This is an optimization exercise on Yosys and OpenROAD, whose aim is small area and a short achievable clock period, not a production implementation.
In this exercise RTL edits were held to simulation tests only and were not proved equivalent to the original.
Power and IR drop assume default switching activity.

==> flow/design.v (outline; a module is shown in full before it is edited, if it fits) <==
// module my_fir: 2461 lines
// module fa_: 4 lines
module my_fir
#(parameter F=10)
(
input logic                clk,
input logic                rst,
input logic signed  [15:0] filter_in,
output logic signed [31:0] filter_out
    );
  // ...
==> flow/run.sh <==
#!/bin/bash
# synth_recipe.tcl (not shown) runs the flow's synth.tcl, then flattens the netlist and writes it again
# the make line also repeats each setting of config.mk as NAME=value (left out here)
make -C /OpenROAD-flow-scripts/flow DESIGN_CONFIG=/design/flow/config.mk WORK_HOME=/design/flow/orfs CLKGATE_MAP_FILE= SYNTH_SCRIPT=/design/flow/synth_recipe.tcl finish
==> flow/config.mk <==
export PLATFORM = sky130hd
export DESIGN_NAME = my_fir
export DESIGN_NICKNAME = my_fir
export VERILOG_FILES = /design/flow/design.v
export SDC_FILE = /design/flow/constraint.sdc
export NUM_CORES = 4
export LEC_CHECK = 0
export ABC_CLOCK_PERIOD_IN_PS = 2600
export CAP_MARGIN = 20
export CORE_MARGIN = 2
export CORE_UTILIZATION = 40
export PLACE_DENSITY = 0.6
export SLEW_MARGIN = 20
export SYNTH_HIERARCHICAL = 1
==> flow/constraint.sdc <==
create_clock -name core_clock -period 6.5 [get_ports {clk}]
set_input_delay 1.3000 -clock core_clock [delete_from_list [all_inputs] [get_ports {clk}]]
set_output_delay 1.3000 -clock core_clock [all_outputs]
set_load 0.01 [all_outputs]
==> results.ini, run 1 <==
[die]
core-area_um2=93330
n_tap_cell=1254
placementRows=112

[global_route]
grt_usage_pct=22.56
overflow=0
met3_usage_pct=5.325

[worst_hold_path]
hp-start=d[12][4]

[power_and_ir_drop]
pwr_density_cell_nw_per_um2=612.5
p_int_mw=14.89

[synth]
synthAdderAreaFrac_pct=43.97
synth_compound_area_share_pct=4.746

[timing]
rsz0062_at_grt=no
setup_slack_ns=3.217
max_freq_mhz=304.6
finalHoldViolCount=0
slew_violations=0
relSlewSlack_pct=30.15
finalCriticalPeriod_ns=3.283
worst_pin_slew_ns=1.048

[run_status]
status=complete, no violations

[detailed_routing]
highest_layer=met4
met2_length_um=50690

[critical_path]
crit_chain=fa_1 > fa_1 > fa_1 > fa_1 > inv_1
r2r-end=r0_3043
criticalPathCategory=register to register

[clock_tree]
htreeDepth=3

[layout]
seq_cell_count=659
multiInputGateArea_um2=20070

==> run 2, diff against run 1 <==
--- a/flow/config.mk
+++ b/flow/config.mk
@@ -12,2 +12,3 @@
 export PLACE_DENSITY = 0.6
+export SETUP_SLACK_MARGIN = 3.9
 export SLEW_MARGIN = 20
==> run 2 against run 1 <==
  * Routed wire length grew 5.7%
  * Cell area grew 8.9%
  * Largest cell class unchanged
  * Global-route usage grew 1.1 points
  * Sequential power shrank 0.6%
  * Clock power grew 8.8%
  * First-iteration DRC count grew 1.1%
  * Critical path type unchanged
  * Critical endpoint is now r0_3095
  * Area after synthesis is the same
  * Flip-flop and latch count is the same
  * Critical path depth is the same
  * Worst hold slack gained 0.020 ns
  * Maximum frequency grew 14%
==> results.ini, run 2 <==
[run_status]
status=complete, no violations

[clock_tree]
cts_tree=done
htreeDepth=3  ; unchanged
cts_num_sinks=659
clk_latency_ns=0.65
cts-buffers-inserted=76
clock_path_buffers=3
ctsRootBufferMaster=clkbuf_16
holdBufCountCts=0
clkTransAtPathRegs_ns=0.07

[die]
die_h_um=310.8
placementRows=112  ; unchanged
core-area_um2=93330  ; unchanged
initial_core_util_pct=40.34
die_x_um=310.8
die-area_um2=96580
io_pins=50

[detailed_routing]
dr.pass1.iters=5
num_vias=20180
viasPerCell=5.035
routed_wl_um=110900
ant_nets=0
wire_per_inst_um=27.68
first_iter_violations=1601
drc=0

[timing]
finalCriticalPeriod_ns=2.880  ; -0.4026 ns
finalHoldViolCount=0  ; unchanged
worst_pin_slew_ns=0.8969  ; -0.1509 ns
min_period_over_period_pct=44.31
setup_viol=0
setup_slack_ns=3.620  ; +0.4026 ns
relSlewSlack_pct=40.20  ; +10 points
max_freq_mhz=347.2  ; +14%
slew_violations=0  ; unchanged
rsz0062_at_grt=yes
finClkSkew_ns=0.03409
hold_ws_ns=0.3457

[global_route]
overflow=0  ; unchanged
antenna_found_initial=7
grt_usage_pct=23.63  ; +1.1 points
grt_max_degree=193
grt_pass1_wl_um=160700
grt_pass1_vias=22970

[synth]
yosysWarnings=8
netlist_area_um2=37640
yosys-top-cells-area=dfrtp_1, fa_1, ha_1
synth_top_area_share_pct=43.81
synth.yosys.seq_area_share_pct=43.81
yosys.area.top_type=dfrtp_1
synthFlopType=dfrtp_1
synth_edf_count=0
synth.most_common_cell=fa_1
synth.distinct_cells=67
syn_area_per_cell_um2=15.97
async_flop_share_pct=100.0
synth-seq-cells=659
netlist_instances=2357
synth_common_cells=fa_1, dfrtp_1, inv_1, ha_1, a21oi_1

[layout]
num-fill-cells=7894
design_area_um2=46040
top_regs=d (256), q (22)
final_layout_size_suffix_gt1_share_pct=31.67
fin_util_pct=49.33
num-nets-final=3581
top_register=d
largest_reg_flops=256
areaGrowthSynthToFinish_pct=22.29
layout_common_cells=dfrtp_1, fa_1, fa_2, inv_1
layout.cells.most_common=dfrtp_1

[critical_path]
required_ns=7.02
criticalPathCategory=register to register
cp_common_cell=fa_2
crit_fanout=5
cp-end-kind=register
max_stage_delay_ns=0.57
crit_chain=buf_12 > fa_2 > fa_2 > fa_2 > fa_2
start_kind=register
crit_slowest_cell=dfrtp_4
arrival_ns=3.40

[place]
dpl_cell_area_um2=39790
hpwlAfterDp_um=85090
place_ws_ns=2.966
portBuffers=49
place_congestion=0.9751

[power_and_ir_drop]
pwr_density_cell_nw_per_um2=603.9  ; -1.4%
p_leak_nw=19.45
irDropWorstVdd_uv=259.5
p_total_mw=27.80

[worst_hold_path]
hold_class=register to register

[job]
cap_violations=0

==> run 2: final timing paths <==
check                      endpoint      from  slack [ns]  depth (start not counted)
min in group asynchronous    h_4361       rst        1.12                          2
min reg2reg                d[13][5]  d[12][5]        0.35                          0
max reg2reg                 r0_3095    pr8[8]        3.62                          5
max in group asynchronous   d[1][3]       rst        4.08                          3
max                         r0_3095    pr8[8]        3.62                          5
min                        d[13][5]  d[12][5]        0.35                          0
==> run 2: per-stage QoR <==
step / TNS [ns] / instances
CTS: 0 / 3940
finish: 0 / 4008
global route: 0 / 4007
global placement: 0 / 3677
detailed placement: 0 / 3677
floorplan: -2509.80 / 2385
==> run 2: kinds of logic (layout without fill, tap and decap cells) <==
logic type               count (synthesis)  in the layout  share of synthesized area, %
flip-flops                             659            659                         43.81
AND/OR/NAND/NOR                        176            176                         2.330
multiplexers                             1              1                       0.02659
adder cells (fa/ha/maj)                873            873                         43.97
buffers and inverters                  305            673                         3.167
other                                    2             31                       0.01995
XOR/XNOR                                83             83                         1.931
AO/OA/AOI/OAI                          258            258                         4.746
==> run 2: where the power goes <==
group	internal, mW	switching, mW
clock	2.77	1.81
combinational	7.63	8.53
sequential	5.87	1.19
total	16.3	11.5
==> run 2: critical path: cells and delay by family, from the launching register on <==
| kind | cells | cell delay [ns] |
|---|---|---|
| DFF | 1 | 0.57 |
| adders and majority gates | 4 | 2.00 |
| buffers and inverters | 1 | 0.17 |
==> run 2: cell type report <==
type                    count  area [um^2]  area share, %
diodes                      1        2.502       0.005436
multi-input cells        1421        21200          46.05
well taps                1254         1569          3.408
clock buffers             104         2128          4.623
repair inverters            1        5.005        0.01087
flip-flops and latches    659        16850          36.61
inverters                 284         1070          2.324
repair buffers            247         2633          5.718
clock inverters            37        575.6          1.250
==> run 2: Yosys stat by module, one instance, submodules excluded <==
| module | flops+latches | times used | area (um^2) |
|---|---|---|---|
| my_fir | 659 | 1 | 22730 |
| fa_ | 0 | 745 | 20.02 |
==> run 2: routing by layer <==
metal	vias to the layer above	GRT usage (%)	wire length, um
met2	632	38.21	53750
li1	8093	-	-
met5	-	0	0
met1	11290	33.01	47400
met4	0	7.697	3835
met3	172	3.699	5953
==> run 2: what timing repair did <==
action / CTS / global route
pin swaps: 112 / 142
setup endpoints to repair: 295 / 422
buffers inserted: 122 / 64
cloned: 0 / 2
resized for setup: 593 / 171
==> run 3, diff against run 2 <==
--- a/flow/config.mk
+++ b/flow/config.mk
@@ -12,3 +12,3 @@
 export PLACE_DENSITY = 0.6
-export SETUP_SLACK_MARGIN = 3.9
+export SETUP_SLACK_MARGIN = 3.6
 export SLEW_MARGIN = 20
==> run 3 against run 2 <==
  * Still clean
  * Synthesized cell count unchanged
  * Die area unchanged
  * Critical path depth decreased by 4
  * Worst setup slack got worse by 0.055 ns
  * Count of clock-buffer cells in the layout increased by 2
  * Largest cell class unchanged
  * Largest power group unchanged
==> results.ini, run 3 <==
[synth]
synth_common_cells=fa_1, dfrtp_1, inv_1, ha_1, a21oi_1
yosys-top-cells-area=dfrtp_1, fa_1, ha_1
synth.distinct_cells=67  ; unchanged
netlist_area_um2=37640  ; unchanged
yosysWarnings=8  ; unchanged
netlist_instances=2357  ; unchanged
async_flop_share_pct=100.0  ; unchanged
synthFlopType=dfrtp_1
synth_top_area_share_pct=43.81  ; unchanged
synth_edf_count=0  ; unchanged
synth-seq-cells=659  ; unchanged
synth.most_common_cell=fa_1
yosys.area.top_type=dfrtp_1
synth.yosys.seq_area_share_pct=43.81  ; unchanged
syn_area_per_cell_um2=15.97  ; unchanged

[die]
core-area_um2=93330  ; unchanged
die_x_um=310.8  ; unchanged
io_pins=50  ; unchanged
die_h_um=310.8  ; unchanged
die-area_um2=96580  ; unchanged
initial_core_util_pct=40.34  ; unchanged
placementRows=112  ; unchanged

[detailed_routing]
ant_nets=0  ; unchanged
routed_wl_um=105400  ; -5.0%
dr.pass1.iters=5  ; unchanged
viasPerCell=5.050  ; +0.29%
wire_per_inst_um=27.32  ; -1.3%
first_iter_violations=1527  ; -4.6%
drc=0  ; unchanged
num_vias=19480  ; -3.5%

[place]
hpwlAfterDp_um=82720  ; -2.8%
place_congestion=0.9783  ; +0.33%
portBuffers=49  ; unchanged

[critical_path]
max_stage_delay_ns=0.57  ; about the same
crit_chain=clkdlybuf4s50_1
crit_slowest_cell=clkdlybuf4s50_1
cp_num_buf_inv=1  ; unchanged
cp-end-kind=output port
cp-startpoint=q[21]
r2r-end=r0_3032
r2r_start=pr6[5]
crit_fanout=11  ; +6
rrSetupSlack_ns=3.60  ; -0.02 ns
criticalPathCategory=register to output port
ff2ff_path_depth=5  ; unchanged
path_delay_family=buffers and inverters
start_kind=register
required_ns=5.20  ; -1.82 ns
arrival_ns=1.64  ; -1.76 ns

[clock_tree]
cts_num_sinks=659  ; unchanged
clock_path_buffers=3  ; unchanged
clkTransAtPathRegs_ns=0.08  ; about the same
cts-buffers-inserted=73  ; -3.9%
htreeDepth=3  ; unchanged
holdBufCountCts=0  ; unchanged
cts_tree=done
ctsRootBufferMaster=clkbuf_16
clk_latency_ns=0.64  ; about the same

[power_and_ir_drop]
pwr_density_cell_nw_per_um2=605.9  ; +0.34%
p_leak_nw=18.72  ; -3.8%
irDropWorstVdd_uv=282.4  ; +8.8%
p_total_mw=26.05  ; -6.3%

[layout]
top_register=d
areaGrowthSynthToFinish_pct=14.22
final_layout_size_suffix_gt1_share_pct=12.60  ; -19 points
num-fill-cells=8094  ; +2.5%
top_regs=d (256), q (22)
layout_common_cells=fa_1, dfrtp_1, inv_1, ha_1, dfrtp_2
fin_util_pct=46.07  ; -3.3 points
num-nets-final=3439  ; -4.0%
largest_reg_flops=256  ; unchanged
layout.cells.most_common=fa_1

[worst_hold_path]
hp-start=d[12][4]
hold_class=register to register
hold_depth=0  ; unchanged
min_to=d[13][4]

[global_route]
grt_usage_pct=22.59  ; -1.0 points
grt_pass1_wl_um=154700  ; -3.7%
overflow=0  ; unchanged
grt_pass1_vias=22500  ; -2.1%
grt_max_degree=189  ; -2.1%
antenna_found_initial=5  ; -2

[timing]
setup_viol=0  ; unchanged
setup_tns_ns=0  ; unchanged
max_freq_mhz=340.7  ; -1.9%
finClkSkew_ns=0.02605  ; -0.008035 ns
finalHoldViolCount=0  ; unchanged
relSlewSlack_pct=45.91  ; +5.7 points
min_period_over_period_pct=45.16  ; +0.85 points
finalCriticalPeriod_ns=2.935  ; +0.05499 ns
rsz0062_at_grt=yes
slew_violations=0  ; unchanged
worst_pin_slew_ns=0.8114  ; -0.08554 ns
hold_ws_ns=0.3265  ; -0.01922 ns

[job]
cap_violations=0  ; unchanged

[run_status]
status=complete, no violations

==> run 3: cells by family after synthesis <==
kind of cell             after synthesis  synth area share [%]
adder cells (fa/ha/maj)              873                 43.97
other                                  2               0.01995
AND/OR/NAND/NOR                      176                 2.330
multiplexers                           1               0.02659
flip-flops                           659                 43.81
AO/OA/AOI/OAI                        258                 4.746
buffers and inverters                305                 3.167
XOR/XNOR                              83                 1.931
==> run 3: area by class of cell <==
class,count,area (um^2),area share [%]
Clock inverter,24,321.6,0.7479
Clock buffer,106,2122,4.935
Timing Repair Buffer,109,1069,2.485
Sequential cell,659,16710,38.86
Multi-Input combinational cell,1421,20130,46.83
Antenna cell,1,2.502,0.005820
Tap cell,1254,1569,3.649
Inverter,284,1070,2.488
==> run 3: per-module statistics from Yosys (local to each module, per instance) <==
module / copies in the design / area (um^2) / flops+latches / cells inside
my_fir: 1 / 22730 / 659 / 1612
fa_: 745 / 20.02 / 0 / 1
==> run 3: worst max path at each step <==
stage	to	slack, ns	depth (start not counted)
6_report	filter_out[28]	3.56	1
5_1_grt	filter_out[28]	3.49	1
4_1_cts	filter_out[28]	3.51	1
3_5_place_dp	d[0][6]	3.26	3
3_3_place_gp	pr8[14]	3.18	9
2_1_floorplan	d[0][0]	-3.81	1
==> run 3: power breakdown <==
group          internal, mW  total [mW]  switching [mW]  leakage [nW]
Clock                  2.52        4.21            1.70          1.20
Combinational          6.67        14.7            8.07          9.94
Sequential             5.84        7.10            1.26          7.58
Total                  15.0        26.1            11.0          18.7
==> run 3: through the flow <==
step / instance area [um^2] / std cells / worst slack, ns
final: 43000 / 3858 / 3.565
after global routing: 42990 / 3857 / 3.492
after CTS: 42460 / 3812 / 3.514
after detailed placement: 39810 / 3678 / 3.257
after global placement: 39810 / 3678 / 3.182
after floorplan: 37750 / 2385 / -3.808
==> run 3: what timing repair did <==
| item | CTS | global route |
|---|---|---|
| resized for setup | 118 | 49 |
| setup buffers | 4 | 44 |
| pin swaps | 0 | 9 |
| setup endpoints to repair | 137 | 38 |
==> run 3: layer usage <==
metal  up-vias  share of wire [%]  routed length [um]  track usage [%]
met3       135                7.6                7990            5.445
met4         0                2.3                2462            5.852
met5         -                  0                   0                0
li1       7824                  -                   -                -
met1     10860                 42               43960            30.80
met2       664                 48               50990            36.59
==> run 4, diff against run 3 <==
--- a/flow/config.mk
+++ b/flow/config.mk
@@ -11,2 +11,3 @@
 export CORE_UTILIZATION = 40
+export CTS_BUF_LIST = sky130_fd_sc_hd__clkbuf_4 sky130_fd_sc_hd__clkbuf_8
 export PLACE_DENSITY = 0.6
==> run 4 against run 3 <==
  * Count of clock-buffer cells in the layout grew 59
  * Die area unchanged
  * Clock skew increased by 0.026 ns
  * Cell count grew 1.8%
  * Register-to-register slack better by 0.02 ns
  * Largest cell class unchanged
==> results.ini, run 4 <==
[synth]
synth_common_cells=fa_1, dfrtp_1, inv_1, ha_1, a21oi_1
yosysWarnings=8  ; unchanged
synth_edf_count=0  ; unchanged
syn_area_per_cell_um2=15.97  ; unchanged
async_flop_share_pct=100.0  ; unchanged
synthFlopType=dfrtp_1
yosys-top-cells-area=dfrtp_1, fa_1, ha_1
synth_top_area_share_pct=43.81  ; unchanged
synth-seq-cells=659  ; unchanged
netlist_area_um2=37640  ; unchanged
yosys.area.top_type=dfrtp_1
synth.distinct_cells=67  ; unchanged
synth.most_common_cell=fa_1
synth.yosys.seq_area_share_pct=43.81  ; unchanged
netlist_instances=2357  ; unchanged

[critical_path]
arrival_ns=3.53  ; +1.89 ns
crit_chain=fa_1 > inv_1 > fa_1 > fa_1 > fa_1 > inv_1
crit_fanout=6  ; -5
max_stage_delay_ns=0.61  ; +0.04 ns
cp-end-kind=register
required_ns=7.15  ; +1.95 ns
cp_common_cell=fa_1
crit_slowest_cell=fa_1
start_kind=register
criticalPathCategory=register to register

[layout]
largest_reg_flops=256  ; unchanged
seqCellArea_um2=16710  ; about the same
top_register=d
num-fill-cells=8163  ; +0.85%
fin_cells=3929  ; +1.8%
final_layout_size_suffix_gt1_share_pct=15.49  ; +2.9 points
layout_common_cells=fa_1, dfrtp_1, inv_1, clkbuf_8, ha_1
multiInputGateArea_um2=20140  ; about the same
top_regs=d (256), q (22)
layout.cells.most_common=fa_1
design_area_um2=43050  ; +0.13%
areaGrowthSynthToFinish_pct=14.36
num-nets-final=3479  ; +1.2%

[place]
portBuffers=49  ; unchanged
place_congestion=0.9783  ; unchanged
dpl_cell_area_um2=39810  ; unchanged
hpwlAfterDp_um=82720  ; unchanged
place_inst=3678  ; unchanged

[detailed_routing]
highest_layer=met4
first_iter_violations=1616  ; +5.8%
drt-met1-wl_um=43680  ; -0.64%
dr.pass1.iters=5  ; unchanged
ant_nets=0  ; unchanged
drc=0  ; unchanged
wire_per_inst_um=26.94  ; -1.4%
met2_length_um=50740  ; -0.49%
met3_length_um=8184  ; +2.4%
viasPerCell=5.058  ; +0.15%
num_vias=19870  ; +2.0%
routed_wl_um=105800  ; +0.42%

[timing]
rsz0062_at_grt=yes
hold_ws_ns=0.3250  ; -0.001525 ns
finalCriticalPeriod_ns=2.883  ; -0.05264 ns
min_period_over_period_pct=44.35  ; -0.81 points
slew_violations=0  ; unchanged
finClkSkew_ns=0.05192  ; +0.02587 ns
setup_viol=0  ; unchanged
max_freq_mhz=346.9  ; +1.8%
finalHoldViolCount=0  ; unchanged
setup_tns_ns=0  ; unchanged
relSlewSlack_pct=46.03  ; +0.13 points
worst_pin_slew_ns=0.8095  ; -0.001904 ns

[global_route]
grt_usage_pct=22.67  ; +0.085 points
grt_pass1_vias=22840  ; +1.5%
overflow=0  ; unchanged
grt_pass1_wl_um=155500  ; +0.54%
grt_max_degree=189  ; unchanged
antenna_found_initial=8  ; +3

[clock_tree]
clock_path_buffers=3  ; unchanged
htreeDepth=3  ; unchanged
ctsRootBufferMaster=clkbuf_8
clk_latency_ns=0.77  ; +0.13 ns
holdBufCountCts=0  ; unchanged
cts-buffers-inserted=109  ; +49%
cts_tree=done
clkTransAtPathRegs_ns=0.08  ; about the same
cts_num_sinks=659  ; unchanged

[power_and_ir_drop]
power.sequential.fraction_pct=27.4  ; about the same
power.switching_mw=11.07  ; +0.43%
p_clk_share_pct=15.6  ; -0.6 points
p_int_mw=14.79  ; -1.6%
pwr_density_cell_nw_per_um2=600.6  ; -0.88%
switching_share_pct=42.82  ; +0.50 points
p_leak_nw=18.88  ; +0.87%
power_frac_comb_pct=56.9  ; +0.3 points
irDropWorstVdd_uv=279.8  ; -0.92%

[worst_hold_path]
hold_class=register to register

[run_status]
status=complete, no violations

[die]
die_x_um=310.8  ; unchanged
initial_core_util_pct=40.34  ; unchanged
die_h_um=310.8  ; unchanged
die-area_um2=96580  ; unchanged
io_pins=50  ; unchanged
placementRows=112  ; unchanged
core-area_um2=93330  ; unchanged

[job]
cap_violations=0  ; unchanged

## run 4: cell counts after synthesis
No cell type changed its count.
## run 4: critical path: cells and delay by family (launching register included)
| kind | cells | cell delay [ns] |
|---|---|---|
| fa+ha+maj | 4 | 2.08 |
| buf+inv | 2 | 0.13 |
| flops | 1 | 0.56 |
## run 4: kinds of logic (layout without fill, tap and decap cells)
group | Yosys count | after routing | share of synthesized area [%]
other cells | 2 | 32 | 0.01995
buf+inv | 305 | 593 | 3.167
xor+xnor | 83 | 83 | 1.931
mux | 1 | 1 | 0.02659
fa+ha+maj | 873 | 873 | 43.97
compound gates | 258 | 258 | 4.746
simple gates | 176 | 176 | 2.330
flops | 659 | 659 | 43.81
## run 4: final timing paths
path / from / endpoint / slack, ns / cells past startpoint
min in group asynchronous: rst / q[17] / 1.03 / 2
worst min-delay path: d[12][4] / d[13][4] / 0.32 / 0
worst max register to register: pr8[9] / r0_3069 / 3.62 / 6
worst max-delay path: pr8[9] / r0_3069 / 3.62 / 6
worst min register to register: d[12][4] / d[13][4] / 0.32 / 0
max in group asynchronous: rst / pr6[4] / 4.00 / 4
## run 4: metrics by stage
step           util, %  total power, mW  setup slack (ns)
4_1_cts          45.51            26.10             3.476
3_5_place_dp     42.65            21.98             3.257
6_report         46.13            25.86             3.617
2_1_floorplan        -            16.18            -3.808
3_3_place_gp     42.65            21.57             3.182
5_1_grt          46.13            28.46             3.567
## run 4: power groups by stage
stage | clock [mW] | sequential [mW] | combinational (mW)
2_1_floorplan | 0 | 6.65 | 9.53
3_3_place_gp | 0 | 7.14 | 14.4
3_5_place_dp | 0 | 7.19 | 14.8
4_1_cts | 4.17 | 7.13 | 14.8
5_1_grt | 4.36 | 7.20 | 16.9
6_report | 4.05 | 7.09 | 14.7
## run 4: cell type report
type	instances	area share [%]
tap	1254	3.644
antenna	2	0.01163
clock buffer	165	4.810
sequential	659	38.82
multi-input combinational	1421	46.78
timing repair buffer	113	2.555
inverter	284	2.485
clock inverter	31	0.9010
## run 4: Yosys stat by module (local to each module, per instance)
module | flops+latches | cells inside | cell area [um^2]
fa_ | 0 | 1 | 20.02
my_fir | 659 | 1612 | 22730
## run 4: metal layers
metal / vias up / global-route usage (%)
met3: 182 / 5.878
met2: 724 / 36.17
li1: 7907 / -
met1: 11060 / 30.52
met5: - / 0
met4: 0 / 7.367
## run 4: repair_timing
action | 4_1_cts | 5_1_grt
buffers inserted | 6 | 46
pin swaps | 0 | 5
resized for setup | 167 | 42
setup endpoints to repair | 162 | 29
==> run 5, diff against run 4 <==
--- a/flow/config.mk
+++ b/flow/config.mk
@@ -10,5 +10,4 @@
 export CORE_MARGIN = 2
-export CORE_UTILIZATION = 40
-export CTS_BUF_LIST = sky130_fd_sc_hd__clkbuf_4 sky130_fd_sc_hd__clkbuf_8
-export PLACE_DENSITY = 0.6
+export CORE_UTILIZATION = 60
+export PLACE_DENSITY = 0.75
 export SETUP_SLACK_MARGIN = 3.6
==> run 5 against run 4 <==
  * Die area fell by 33%
  * Cell count fell by 13%
  * Register-to-register slack about the same
  * Largest cell class unchanged
==> results.ini, run 5 <==
[global_route]
grt_pass1_wl_um=148500  ; -4.5%
grt_max_degree=166  ; -12%
overflow=0  ; unchanged
antenna_found_initial=2  ; -6
grt_usage_pct=33.72  ; +11 points
grt_pass1_vias=22300  ; -2.4%

[detailed_routing]
routed_wl_um=101200  ; -4.4%
viasPerCell=5.740  ; +13%
dr.pass1.iters=7  ; +2
ant_nets=0  ; unchanged
wire_per_inst_um=29.74  ; +10%
first_iter_violations=1785  ; +10%
drc=0  ; unchanged
num_vias=19530  ; -1.7%

[critical_path]
path_delay_family=buffers and inverters
required_ns=5.20  ; -1.95 ns
r2r-end=r0_3069
criticalPathCategory=register to output port
max_stage_delay_ns=0.57  ; -0.04 ns
r2r_start=pr8[9]
cp-end-kind=output port
cp_num_buf_inv=1  ; -1
rrSetupSlack_ns=3.63  ; about the same
crit_chain=clkdlybuf4s50_1
crit_fanout=11  ; +5
start_kind=register
ff2ff_path_depth=6  ; unchanged
arrival_ns=1.63  ; -1.90 ns
crit_slowest_cell=clkdlybuf4s50_1

[layout]
num-fill-cells=4121  ; -50%
design_area_um2=42060  ; -2.3%
seqCellArea_um2=16670  ; -0.24%
top_regs=d (256), q (22)
areaGrowthSynthToFinish_pct=11.73
num-nets-final=3400  ; -2.3%
top_register=d
layout_common_cells=fa_1, dfrtp_1, inv_1, ha_1, dfrtp_2
largest_reg_flops=256  ; unchanged
multiInputGateArea_um2=20100  ; -0.19%
layout.cells.most_common=fa_1
final_layout_size_suffix_gt1_share_pct=11.08  ; -4.4 points

[die]
io_pins=50  ; unchanged
placementRows=91  ; -19%
die_x_um=254.5  ; -18%
core-area_um2=61830  ; -34%
die-area_um2=64760  ; -33%
initial_core_util_pct=60.89  ; +21 points
die_h_um=254.5  ; -18%

[worst_hold_path]
min_to=d[7][2]
hold_class=register to register
hp-start=d[6][2]
hold_depth=0  ; unchanged

[synth]
synth_top_family_by_area=adder cells
synthAdderAreaFrac_pct=43.97  ; unchanged
async_flop_share_pct=100.0  ; unchanged
yosys.area.top_type=dfrtp_1
synth.most_common_cell=fa_1
syn_area_per_cell_um2=15.97  ; unchanged
synth-seq-cells=659  ; unchanged
netlist_area_um2=37640  ; unchanged
netlist_instances=2357  ; unchanged
synth_compound_area_share_pct=4.746  ; unchanged
synth_edf_count=0  ; unchanged
yosysWarnings=8  ; unchanged
synth.distinct_cells=67  ; unchanged
synth_mux_area_share_pct=0.02659  ; unchanged
yosys.area_share.simple_pct=2.330  ; unchanged
synthFlopType=dfrtp_1
synth_common_cells=fa_1, dfrtp_1, inv_1, ha_1, a21oi_1
synth_top_area_share_pct=43.81  ; unchanged
synth.yosys.seq_area_share_pct=43.81  ; unchanged
synth-xor-area-share_pct=1.931  ; unchanged
yosys-top-cells-area=dfrtp_1, fa_1, ha_1

[timing]
rsz0062_at_grt=yes
slew_violations=0  ; unchanged
finalHoldViolCount=0  ; unchanged
worst_pin_slew_ns=0.9393  ; +0.1299 ns
finClkSkew_ns=0.03450  ; -0.01742 ns
max_freq_mhz=341.3  ; -1.6%
relSlewSlack_pct=37.25  ; -8.8 points
setup_tns_ns=0  ; unchanged
finalCriticalPeriod_ns=2.930  ; +0.04737 ns
setup_viol=0  ; unchanged
min_period_over_period_pct=45.08  ; +0.73 points

[place]
portBuffers=49  ; unchanged
dpl_cell_area_um2=39280  ; -1.3%
hpwlAfterDp_um=78120  ; -5.6%
place_congestion=1.022  ; +4.5%

[clock_tree]
htreeDepth=3  ; unchanged
clkTransAtPathRegs_ns=0.06  ; -0.02 ns
cts-buffers-inserted=71  ; -35%
clock_path_buffers=3  ; unchanged
cts_num_sinks=659  ; unchanged
holdBufCountCts=0  ; unchanged
cts_tree=done
ctsRootBufferMaster=clkbuf_16
clk_latency_ns=0.62  ; -0.15 ns

[job]
cap_violations=0  ; unchanged

[power_and_ir_drop]
pwr_density_cell_nw_per_um2=615.8  ; +2.5%
irDropWorstVdd_uv=383.2  ; +37%
p_leak_nw=18.51  ; -1.9%
p_total_mw=25.90  ; +0.16%

[run_status]
status=complete, no violations

==> run 5: layout make-up <==
type,count,area share [%]
antenna,2,0.01190
clock buffer,96,4.780
clock inverter,31,0.9519
inverter,284,2.543
multi-input combinational,1421,47.79
sequential,659,39.64
tap,837,2.490
timing repair buffer,72,1.800
==> run 5: power breakdown <==
part           total [mW]  internal, mW  switching (mW)
clock network        4.15          2.44            1.71
registers            7.12          5.83            1.29
logic                14.6          6.62            8.02
==> run 5: repair_timing <==
action | in CTS | in global routing
gates resized for setup | 104 | 37
pin swaps | 0 | 2
setup buffers | 6 | 9
endpoints found under the setup margin | 126 | 45
==> run 5: how the worst max path moves through the flow <==
stage	startpoint	end	slack, ns	cells past startpoint
after detailed placement	rst	d[4][3]	3.23	3
after CTS	q[21]	filter_out[29]	3.53	1
after global placement	rst	d[6][3]	3.28	3
after floorplan	rst	d[0][0]	-3.81	1
after global routing	q[21]	filter_out[23]	3.51	1
final	q[21]	filter_out[22]	3.57	1
==> run 5: Yosys stat by module (local to each module, per instance) <==
module | cells inside | copies in the design
my_fir | 1612 | 1
fa_ | 1 | 745
==> run 5: metrics by stage <==
stage	hold slack (ns)	cells	util (%)	worst slack (ns)
floorplan	0.3312	2385	-	-3.808
global placement	0.3313	3258	63.53	3.284
detailed placement	0.3347	3258	63.53	3.234
CTS	0.3478	3391	67.75	3.532
global route	0.3560	3400	68.02	3.513
finish	0.3457	3402	68.03	3.570
==> run 5: per-layer routing <==
metal  vias up  track usage, %  wire length [um]
li1       7729               -                 -
met1     10690           47.32             40070
met2       911           50.95             46990
met3       194           10.34             10350
met4         0           12.10              3768
met5         -               0                 0
==> run 5: worst register-to-register path, stage by stage, from the launching register on <==
cell	delay [ns]
dfrtp_2	0.58
fa_1	0.61
inv_1	0.06
fa_1	0.43
fa_1	0.53
fa_1	0.50
inv_1	0.05
==> run 5: logic make-up after synthesis <==
| kind of cell | Yosys count |
|---|---|
| adder cells (fa/ha/maj) | 873 |
| flip-flops | 659 |
| buffers and inverters | 305 |
| AO/OA/AOI/OAI | 258 |
| AND/OR/NAND/NOR | 176 |
| XOR/XNOR | 83 |
| other | 2 |
| multiplexers | 1 |
==> run 6, diff against run 5 <==
--- a/flow/config.mk
+++ b/flow/config.mk
@@ -11,2 +11,4 @@
 export CORE_UTILIZATION = 60
+export CTS_CLUSTER_DIAMETER = 100
+export CTS_CLUSTER_SIZE = 22
 export PLACE_DENSITY = 0.75
==> run 6 against run 5 <==
  * Maximum frequency rose by 0.30%
  * First-iteration DRC count shrank 0.50%
  * Flip-flop and latch count did not move
  * Still clean
  * Sequential share of layout area is 1.3 points higher
  * Worst hold slack better by 0.0035 ns
  * Die area did not move
  * Highest routed layer is now met5
  * Via count is 1.1% lower
  * Cell count down 2.3%
==> results.ini, run 6 <==
[job]
cap_violations=0  ; unchanged

[clock_tree]
htreeDepth=2  ; -1
cts-buffers-inserted=38  ; -46%
clk_latency_ns=0.60  ; -0.02 ns
cts_num_sinks=659  ; unchanged
ctsRootBufferMaster=clkbuf_16
clock_path_buffers=3  ; unchanged
clkTransAtPathRegs_ns=0.09  ; +0.03 ns
holdBufCountCts=0  ; unchanged
cts_tree=done

[layout]
final_layout_size_suffix_gt1_share_pct=8.769  ; -2.3 points
layout.cells.most_common=fa_1
largest_reg_flops=256  ; unchanged
multiInputGateArea_um2=20110  ; about the same
top_register=d
areaGrowthSynthToFinish_pct=8.176
num-fill-cells=4287  ; +4.0%
seqCellArea_um2=16670  ; about the same
layout_common_cells=fa_1, dfrtp_1, inv_1, ha_1, dfrtp_2
fin_util_pct=65.87  ; -2.2 points
top_regs=d (256), q (22)
diodes=0  ; -2
num-nets-final=3366  ; -1.0%

[place]
place_congestion=1.022  ; unchanged
hpwlAfterDp_um=78120  ; unchanged
portBuffers=49  ; unchanged

[global_route]
grt_max_degree=166  ; unchanged
antenna_found_initial=2  ; unchanged
grt_usage_pct=33.08  ; -0.64 points
grt_pass1_vias=21730  ; -2.5%
overflow=0  ; unchanged
grt_pass1_wl_um=145900  ; -1.8%

[critical_path]
max_stage_delay_ns=0.63  ; +0.06 ns
crit_chain=fa_1 > fa_1 > fa_1 > fa_1 > inv_1
crit_slowest_cell=dfrtp_1
crit_fanout=4  ; -7
cp_common_cell=fa_1
arrival_ns=3.41  ; +1.78 ns
ff2ff_path_depth=5  ; -1
cp-end-kind=register
criticalPathCategory=register to register
start_kind=register
cp-startpoint=d[13][6]
r2r_start=d[13][6]
required_ns=6.99  ; +1.79 ns

[synth]
synthFlopType=dfrtp_1
synth_top_area_share_pct=43.81  ; unchanged
netlist_area_um2=37640  ; unchanged
yosys-top-cells-area=dfrtp_1, fa_1, ha_1
synth.yosys.seq_area_share_pct=43.81  ; unchanged
yosysWarnings=8  ; unchanged
synth_common_cells=fa_1, dfrtp_1, inv_1, ha_1, a21oi_1
async_flop_share_pct=100.0  ; unchanged
netlist_instances=2357  ; unchanged
synth.most_common_cell=fa_1
syn_area_per_cell_um2=15.97  ; unchanged
synth_edf_count=0  ; unchanged
synth-seq-cells=659  ; unchanged
yosys.area.top_type=dfrtp_1
synth.distinct_cells=67  ; unchanged

[timing]
max_freq_mhz=342.3  ; +0.30%
finClkSkew_ns=0.02314  ; -0.01135 ns
worst_pin_slew_ns=0.9974  ; +0.05805 ns
setup_tns_ns=0  ; unchanged
min_period_over_period_pct=44.94  ; -0.14 points
rsz0062_at_grt=yes
setup_viol=0  ; unchanged
finalCriticalPeriod_ns=2.921  ; -0.008900 ns
finalHoldViolCount=0  ; unchanged
relSlewSlack_pct=33.51  ; -3.7 points
slew_violations=0  ; unchanged

[run_status]
status=complete, no violations

[detailed_routing]
num_vias=19320  ; -1.1%
viasPerCell=5.813  ; +1.3%
wire_per_inst_um=29.97  ; +0.78%
dr.pass1.iters=5  ; -2
routed_wl_um=99610  ; -1.6%
first_iter_violations=1776  ; -0.50%
drc=0  ; unchanged
ant_nets=0  ; unchanged

[worst_hold_path]
hold_depth=0  ; unchanged
hold_class=register to register
hp-start=r0_2976

[die]
placementRows=91  ; unchanged
core-area_um2=61830  ; unchanged
io_pins=50  ; unchanged
die_x_um=254.5  ; unchanged
die_h_um=254.5  ; unchanged
die-area_um2=64760  ; unchanged
initial_core_util_pct=60.89  ; unchanged

[power_and_ir_drop]
p_total_mw=24.18  ; -6.6%
pwr_density_cell_nw_per_um2=593.9  ; -3.6%
p_leak_nw=17.91  ; -3.2%
irDropWorstVdd_uv=440.9  ; +15%

==> run 6: cell counts after synthesis <==
No cell type changed its count.
==> run 6: kinds of logic after synthesis <==
family	count (synthesis)	synth area share [%]
compound gates	258	4.746
xor+xnor	83	1.931
fa+ha+maj	873	43.97
buf+inv	305	3.167
flops	659	43.81
mux	1	0.02659
other cells	2	0.01995
simple gates	176	2.330
==> run 6: metrics by stage <==
stage               hold WS [ns]  setup WS (ns)  area, um^2  cells
floorplan                 0.3312         -3.808       37750   2385
global placement          0.3313          3.284       39280   3258
detailed placement        0.3347          3.234       39280   3258
CTS                       0.3537          3.550       40590   3317
global route              0.3633          3.567       40720   3323
finish                    0.3491          3.579       40720   3323
==> run 6: path summary, 6_finish.rpt <==
check / endpoint / slack (ns)
min reg2reg: r1_3750 / 0.35
min in group asynchronous: q[17] / 1.24
max reg2reg: r0_3041 / 3.58
max: r0_3041 / 3.58
max in group asynchronous: pr7[5] / 3.77
min: r1_3750 / 0.35
==> run 6: modules after synthesis (local to each module, per instance) <==
module	flops+latches	times used	cell area [um^2]	cells
my_fir	659	1	22730	1612
fa_	0	745	20.02	1
==> run 6: layout make-up <==
cell class / instances / share of cell area, %
Clock buffer: 42 / 2.446
Clock inverter: 9 / 0.2796
Inverter: 284 / 2.627
Multi-Input combinational cell: 1421 / 49.37
Sequential cell: 659 / 40.93
Tap cell: 837 / 2.572
Timing Repair Buffer: 71 / 1.779
==> run 6: layer usage <==
layer	part of all wire, %	global-route usage [%]	vias to the layer above	wire length (um)
met2	46	49.80	899	45850
li1	-	-	7639	-
met4	3.8	10.77	2	3789
met3	10	10.20	203	10040
met1	40	47.08	10570	39920
met5	0.0080	0	-	8
==> run 6: timing repair <==
item,in CTS,in global routing
endpoints found under the hold margin,0,0
pin swaps,0,1
resized for setup,112,38
setup endpoints to repair,132,34
setup buffers,8,6
==> run 6: where the power goes <==
part | leakage, nW | total (mW) | internal (mW) | switching (mW)
clock network | 0.541 | 2.51 | 1.12 | 1.38
registers | 7.57 | 7.10 | 5.81 | 1.29
logic | 9.80 | 14.6 | 6.59 | 7.99
total | 17.9 | 24.2 | 13.5 | 10.7
==> run 6: critical path: cells and delay by family (launching register included) <==
kind | cells | cell delay (ns)
adders and majority gates | 4 | 2.11
buffers and inverters | 1 | 0.05
DFF | 1 | 0.63
==> run 7, diff against run 6 <==
--- a/flow/config.mk
+++ b/flow/config.mk
@@ -11,4 +11,4 @@
 export CORE_UTILIZATION = 60
-export CTS_CLUSTER_DIAMETER = 100
-export CTS_CLUSTER_SIZE = 22
+export CTS_CLUSTER_DIAMETER = 80
+export CTS_CLUSTER_SIZE = 18
 export PLACE_DENSITY = 0.75
==> run 7 against run 6 <==
  * Still clean
  * Cell area grew 0.45%
  * Worst hold slack got worse by 0.0041 ns
  * Synthesized cell count unchanged
  * Largest cell class unchanged
==> results.ini, run 7 <==
[run_status]
status=complete, no violations

[job]
cap_violations=0  ; unchanged

[timing]
min_period_over_period_pct=44.45  ; -0.50 points
setup_viol=0  ; unchanged
worst_pin_slew_ns=0.9526  ; -0.04480 ns
hold_ws_ns=0.3450  ; -0.004075 ns
rsz0062_at_grt=yes
setup_slack_ns=3.611  ; +0.03229 ns
slew_violations=0  ; unchanged
relSlewSlack_pct=36.49  ; +3.0 points
finClkSkew_ns=0.02180  ; -0.001344 ns
setup_tns_ns=0  ; unchanged
finalHoldViolCount=0  ; unchanged
max_freq_mhz=346.1  ; +1.1%
finalCriticalPeriod_ns=2.889  ; -0.03229 ns

[critical_path]
start_kind=register
criticalPathCategory=register to register
cp-end-kind=register
required_ns=7.00  ; about the same
arrival_ns=3.39  ; -0.02 ns
crit_fanout=7  ; +3

[synth]
netlist_instances=2357  ; unchanged
synth.distinct_cells=67  ; unchanged
synth.yosys.seq_area_share_pct=43.81  ; unchanged
async_flop_share_pct=100.0  ; unchanged
yosys-top-cells-area=dfrtp_1, fa_1, ha_1
synth_edf_count=0  ; unchanged
synth.most_common_cell=fa_1
synth-seq-cells=659  ; unchanged
netlist_area_um2=37640  ; unchanged
synthFlopType=dfrtp_1
synth_top_area_share_pct=43.81  ; unchanged
syn_area_per_cell_um2=15.97  ; unchanged
synth_common_cells=fa_1, dfrtp_1, inv_1, ha_1, a21oi_1
yosysWarnings=8  ; unchanged
yosys.area.top_type=dfrtp_1

[layout]
fin_util_pct=66.16  ; +0.29 points
diodes=0  ; unchanged
final_layout_size_suffix_gt1_share_pct=8.898  ; +0.13 points
layout_common_cells=fa_1, dfrtp_1, inv_1, ha_1, dfrtp_2
areaGrowthSynthToFinish_pct=8.658
design_area_um2=40900  ; +0.45%
layout.cells.most_common=fa_1
top_regs=d (256), q (22)
largest_reg_flops=256  ; unchanged
fin_cells=3332  ; +0.27%
top_register=d
num-nets-final=3373  ; +0.21%

[detailed_routing]
drc=0  ; unchanged
first_iter_violations=1725  ; -2.9%
wire_per_inst_um=29.87  ; -0.33%
dr.pass1.iters=7  ; +2
routed_wl_um=99540  ; about the same
num_vias=19250  ; -0.36%
viasPerCell=5.776  ; -0.63%
ant_nets=0  ; unchanged

[place]
hpwlAfterDp_um=78120  ; unchanged
portBuffers=49  ; unchanged
place_ws_ns=3.234  ; unchanged
place_congestion=1.022  ; unchanged
place_inst=3258  ; unchanged
dpl_cell_area_um2=39280  ; unchanged

[clock_tree]
cts-buffers-inserted=45  ; +18%
clock_path_buffers=3  ; unchanged
ctsRootBufferMaster=clkbuf_16
cts_num_sinks=659  ; unchanged
holdBufCountCts=0  ; unchanged
clk_latency_ns=0.62  ; +0.02 ns
cts_tree=done
htreeDepth=2  ; unchanged
clkTransAtPathRegs_ns=0.08  ; about the same

[global_route]
grt_max_degree=166  ; unchanged
overflow=0  ; unchanged
grt_usage_pct=33.05  ; about the same
grt_pass1_wl_um=145700  ; about the same
grt_pass1_vias=21790  ; +0.24%
antenna_found_initial=1  ; -1

[die]
die-area_um2=64760  ; unchanged
initial_core_util_pct=60.89  ; unchanged
placementRows=91  ; unchanged
die_h_um=254.5  ; unchanged
core-area_um2=61830  ; unchanged
io_pins=50  ; unchanged
die_x_um=254.5  ; unchanged

[power_and_ir_drop]
p_total_mw=24.38  ; +0.79%
p_leak_nw=18.01  ; +0.52%
pwr_density_cell_nw_per_um2=595.9  ; +0.35%
irDropWorstVdd_uv=444.9  ; +0.91%

[worst_hold_path]
hold_class=register to register

[run 7: area by class of cell]
class,count,area [um^2]
Clock inverter,9,132.6
Clock buffer,51,1169
Fill cell,4278,20920
Inverter,284,1070
Timing Repair Buffer,71,724.4
Sequential cell,659,16660
Tap cell,837,1047
Multi-Input combinational cell,1421,20100
[run 7: cell families after synthesis]
logic type	synth area share, %
adders and majority gates	43.97
AOI/OAI and AO/OA	4.746
DFF	43.81
and+or+nand+nor	2.330
buffers and inverters	3.167
xor gates and xnor gates	1.931
other	0.01995
muxes	0.02659
[run 7: report_power, final]
group          total, mW  internal [mW]  switching, mW
clock network       2.75           1.33           1.42
registers           7.10           5.82           1.28
logic               14.5           6.57           7.95
[run 7: routing by layer]
layer  wire, um  GRT usage [%]
met2      46120          49.65
met4       3521          10.59
met1      40230          47.13
met3       9673          10.30
met5          0              0
[run 7: timing repair]
item / in CTS / in global routing
gates resized for setup: 112 / 35
pin swaps: 0 / 2
setup endpoints to repair: 128 / 30
buffers inserted: 8 / 6
[run 7: Yosys stat by module (local to each module, per instance)]
module	flip-flops and latches	cell area (um^2)	cells inside
fa_	0	20.02	1
my_fir	659	22730	1612
[run 7: path summary, 6_finish.rpt]
| kind | startpoint | end | slack, ns | cells past startpoint |
|---|---|---|---|---|
| worst min-delay path | r0_2977 | r1_3751 | 0.35 | 0 |
| max in group asynchronous | rst | d[7][4] | 3.77 | 3 |
| worst min register to register | r0_2977 | r1_3751 | 0.35 | 0 |
| min in group asynchronous | rst | q[17] | 1.23 | 2 |
| worst max-delay path | d[1][6] | r0_3041 | 3.61 | 5 |
| worst max register to register | d[1][6] | r0_3041 | 3.61 | 5 |
[run 7: worst max-delay path, cell delays in order, from the launching register on]
cell and delay (ns):
dfrtp_2 0.57, fa_1 0.57, fa_1 0.46, fa_1 0.52, fa_1 0.59, inv_1 0.05
==> run 8, diff against run 7 <==
--- a/flow/config.mk
+++ b/flow/config.mk
@@ -14,3 +14,3 @@
 export PLACE_DENSITY = 0.75
-export SETUP_SLACK_MARGIN = 3.6
+export SETUP_SLACK_MARGIN = 3.7
 export SLEW_MARGIN = 20
==> run 8 against run 7 <==
  * Critical path depth is 4 lower
  * Still clean
  * Routed wire length is 0.79% higher
  * Critical endpoint is now filter_out[24]
  * Highest routed layer is now met5
  * Clock power about the same
==> results.ini, run 8 <==
[detailed_routing]
routed_wl_um=100300  ; +0.79%
first_iter_violations=1718  ; -0.41%
wire_per_inst_um=29.40  ; -1.6%
dr.pass1.iters=5  ; -2
ant_nets=0  ; unchanged
num_vias=19610  ; +1.9%
viasPerCell=5.747  ; -0.51%
drc=0  ; unchanged

[layout]
top_register=d
layout.cells.most_common=fa_1
fin_util_pct=67.92  ; +1.8 points
final_layout_size_suffix_gt1_share_pct=14.45  ; +5.6 points
areaGrowthSynthToFinish_pct=11.55
layout_common_cells=fa_1, dfrtp_1, inv_1, ha_1, buf_4
top_regs=d (256), q (22)
largest_reg_flops=256  ; unchanged
num-nets-final=3452  ; +2.3%
design_area_um2=41990  ; +2.7%
fin_cells=3412  ; +2.4%

[critical_path]
cp-end-kind=output port
start_kind=register
arrival_ns=1.63  ; -1.76 ns
criticalPathCategory=register to output port
max_stage_delay_ns=0.58  ; about the same
required_ns=5.20  ; -1.80 ns
crit_chain=clkdlybuf4s50_1
cp_num_buf_inv=1  ; unchanged
path_delay_family=buffers and inverters
crit_slowest_cell=clkdlybuf4s50_1
crit_fanout=11  ; +4

[synth]
synth_top_area_share_pct=43.81  ; unchanged
synth.most_common_cell=fa_1
yosys.area.top_type=dfrtp_1
synthFlopType=dfrtp_1
async_flop_share_pct=100.0  ; unchanged
syn_area_per_cell_um2=15.97  ; unchanged
yosys-top-cells-area=dfrtp_1, fa_1, ha_1
yosysWarnings=8  ; unchanged
synth.distinct_cells=67  ; unchanged
netlist_instances=2357  ; unchanged
synth_edf_count=0  ; unchanged
synth-seq-cells=659  ; unchanged
netlist_area_um2=37640  ; unchanged
synth.yosys.seq_area_share_pct=43.81  ; unchanged
synth_common_cells=fa_1, dfrtp_1, inv_1, ha_1, a21oi_1

[job]
cap_violations=0  ; unchanged

[timing]
relSlewSlack_pct=40.37  ; +3.9 points
slew_violations=0  ; unchanged
max_freq_mhz=341.7  ; -1.3%
finClkSkew_ns=0.02483  ; +0.003028 ns
setup_tns_ns=0  ; unchanged
worst_pin_slew_ns=0.8945  ; -0.05810 ns
rsz0062_at_grt=yes
finalHoldViolCount=0  ; unchanged
setup_viol=0  ; unchanged
finalCriticalPeriod_ns=2.927  ; +0.03762 ns
setup_slack_ns=3.573  ; -0.03762 ns
min_period_over_period_pct=45.02  ; +0.58 points

[die]
core-area_um2=61830  ; unchanged
die-area_um2=64760  ; unchanged
die_x_um=254.5  ; unchanged
initial_core_util_pct=60.89  ; unchanged
die_h_um=254.5  ; unchanged
placementRows=91  ; unchanged
io_pins=50  ; unchanged

[place]
dpl_cell_area_um2=39280  ; unchanged
hpwlAfterDp_um=78120  ; unchanged
portBuffers=49  ; unchanged
place_ws_ns=3.234  ; unchanged
place_congestion=1.022  ; unchanged
place_inst=3258  ; unchanged

[global_route]
grt_pass1_wl_um=146600  ; +0.57%
grt_pass1_vias=22030  ; +1.1%
grt_usage_pct=33.15  ; +0.10 points
overflow=0  ; unchanged
grt_max_degree=166  ; unchanged
antenna_found_initial=1  ; unchanged

[power_and_ir_drop]
irDropWorstVdd_uv=448.8  ; +0.89%
pwr_density_cell_nw_per_um2=587.8  ; -1.4%
p_leak_nw=18.46  ; +2.5%

[clock_tree]
ctsRootBufferMaster=clkbuf_16
clkTransAtPathRegs_ns=0.07  ; about the same
htreeDepth=2  ; unchanged
cts-buffers-inserted=45  ; unchanged
clk_latency_ns=0.62  ; about the same
clock_path_buffers=3  ; unchanged
cts_num_sinks=659  ; unchanged
cts_tree=done
holdBufCountCts=0  ; unchanged

[run_status]
status=complete, no violations

[worst_hold_path]
hold_class=register to register

==> run 8: cell count changes in the layout (fill, tap and decap cells not counted), sizes merged <==
cell           change
clkdlybuf4s50      -8
buf               +78
dlygate4sd2        +3
clkinvlp           +1
dlymetal6s2s       +5
diode              +1
==> run 8: report_power, final <==
group          internal, mW  leakage, nW  switching (mW)
combinational          6.79         10.3            8.07
clock                  1.33        0.635            1.41
sequential             5.84         7.57            1.23
total                  14.0         18.5            10.7
==> run 8: what timing repair did <==
action | CTS | global route
resized for setup | 186 | 83
cloned | 0 | 1
pin swaps | 21 | 36
setup buffers | 43 | 49
endpoints found under the setup margin | 168 | 173
==> run 8: final cells by class <==
| class | count | area [um^2] |
|---|---|---|
| antenna | 1 | 2.502 |
| timing repair buffer | 149 | 1536 |
| inverter | 284 | 1070 |
| clock buffer | 51 | 1169 |
| timing repair inverter | 1 | 5.005 |
| multi-input combinational | 1421 | 20250 |
| clock inverter | 9 | 132.6 |
| tap | 837 | 1047 |
| fill | 4176 | 19830 |
| sequential | 659 | 16780 |
==> run 8: metrics by stage <==
| step | hold WS (ns) | power, mW |
|---|---|---|
| 2_1_floorplan | 0.3312 | 16.18 |
| 4_1_cts | 0.3482 | 24.70 |
| 3_5_place_dp | 0.3347 | 21.75 |
| 6_report | 0.3464 | 24.69 |
| 3_3_place_gp | 0.3313 | 21.12 |
| 5_1_grt | 0.3562 | 27.11 |
==> run 8: path summary, 6_finish.rpt <==
path	from	to	slack, ns	cells after the start
max in group asynchronous	rst	pr8[6]	3.93	3
worst max-delay path	q[21]	filter_out[24]	3.57	1
worst min register to register	r0_2977	r1_3751	0.35	0
worst min-delay path	r0_2977	r1_3751	0.35	0
min in group asynchronous	rst	q[13]	1.21	2
worst max register to register	pr4[9]	r0_3026	3.65	6
==> run 8: Yosys stat by module, one instance, submodules excluded <==
module / cell area [um^2] / times used / cells
my_fir: 22730 / 1 / 1612
fa_: 20.02 / 745 / 1
==> run 8: logic make-up (layout without fill, tap and decap cells) <==
family	Yosys count	after routing	share of synthesized area, %
AOI/OAI and AO/OA	258	258	4.746
xor gates and xnor gates	83	83	1.931
adders and majority gates	873	873	43.97
buffers and inverters	305	494	3.167
DFF	659	659	43.81
muxes	1	1	0.02659
other	2	31	0.01995
and+or+nand+nor	176	176	2.330
==> run 8: layer usage <==
| layer | global-route usage [%] | part of all wire (%) | wire [um] |
|---|---|---|---|
| met1 | 47.39 | 40 | 40190 |
| met2 | 49.72 | 46 | 46330 |
| met3 | 9.778 | 10 | 9990 |
| met4 | 11.46 | 3.8 | 3802 |
| met5 | 0 | 0.0080 | 8 |

==> separate check: timing with driven ports <==
Ports are ideal in the flow. The routed layouts listed here were re-timed in OpenROAD.
Step 1: set_driving_cell puts a clkbuf_16 on clk and a buf_2 on each other input, an assumption about the parent block.
Step 2 also shifts input and output timing later by t, the mid clock arrival at the registers, as if the neighbouring blocks saw the same clock.
a / b / c = no drivers / after step 1 / after step 2; a / b = the first two.
run	shift t [ns]	setup WS [ns]	clock arrival spread, ns
run 1	0.692	3.217 / 3.217 / 3.217	0.029 / 0.028
run 2	0.705	3.620 / 3.620 / 3.421	0.035 / 0.035
run 3	0.695	3.565 / 3.499 / 3.267	0.029 / 0.029
run 4	0.801	3.617 / 3.617 / 3.243	0.052 / 0.053
run 5	0.667	3.570 / 3.508 / 3.227	0.035 / 0.034
run 6	0.654	3.579 / 3.579 / 3.148	0.024 / 0.024
run 7	0.671	3.611 / 3.611 / 3.140	0.024 / 0.023
run 8	0.666	3.573 / 3.511 / 3.301	0.026 / 0.026
After both steps setup and hold are still met in every run listed. The setup slack of run 7, which loses most, moves by 0.000 ns with the drivers and by -0.471 ns with both steps. Setup slack includes reset recovery checks.
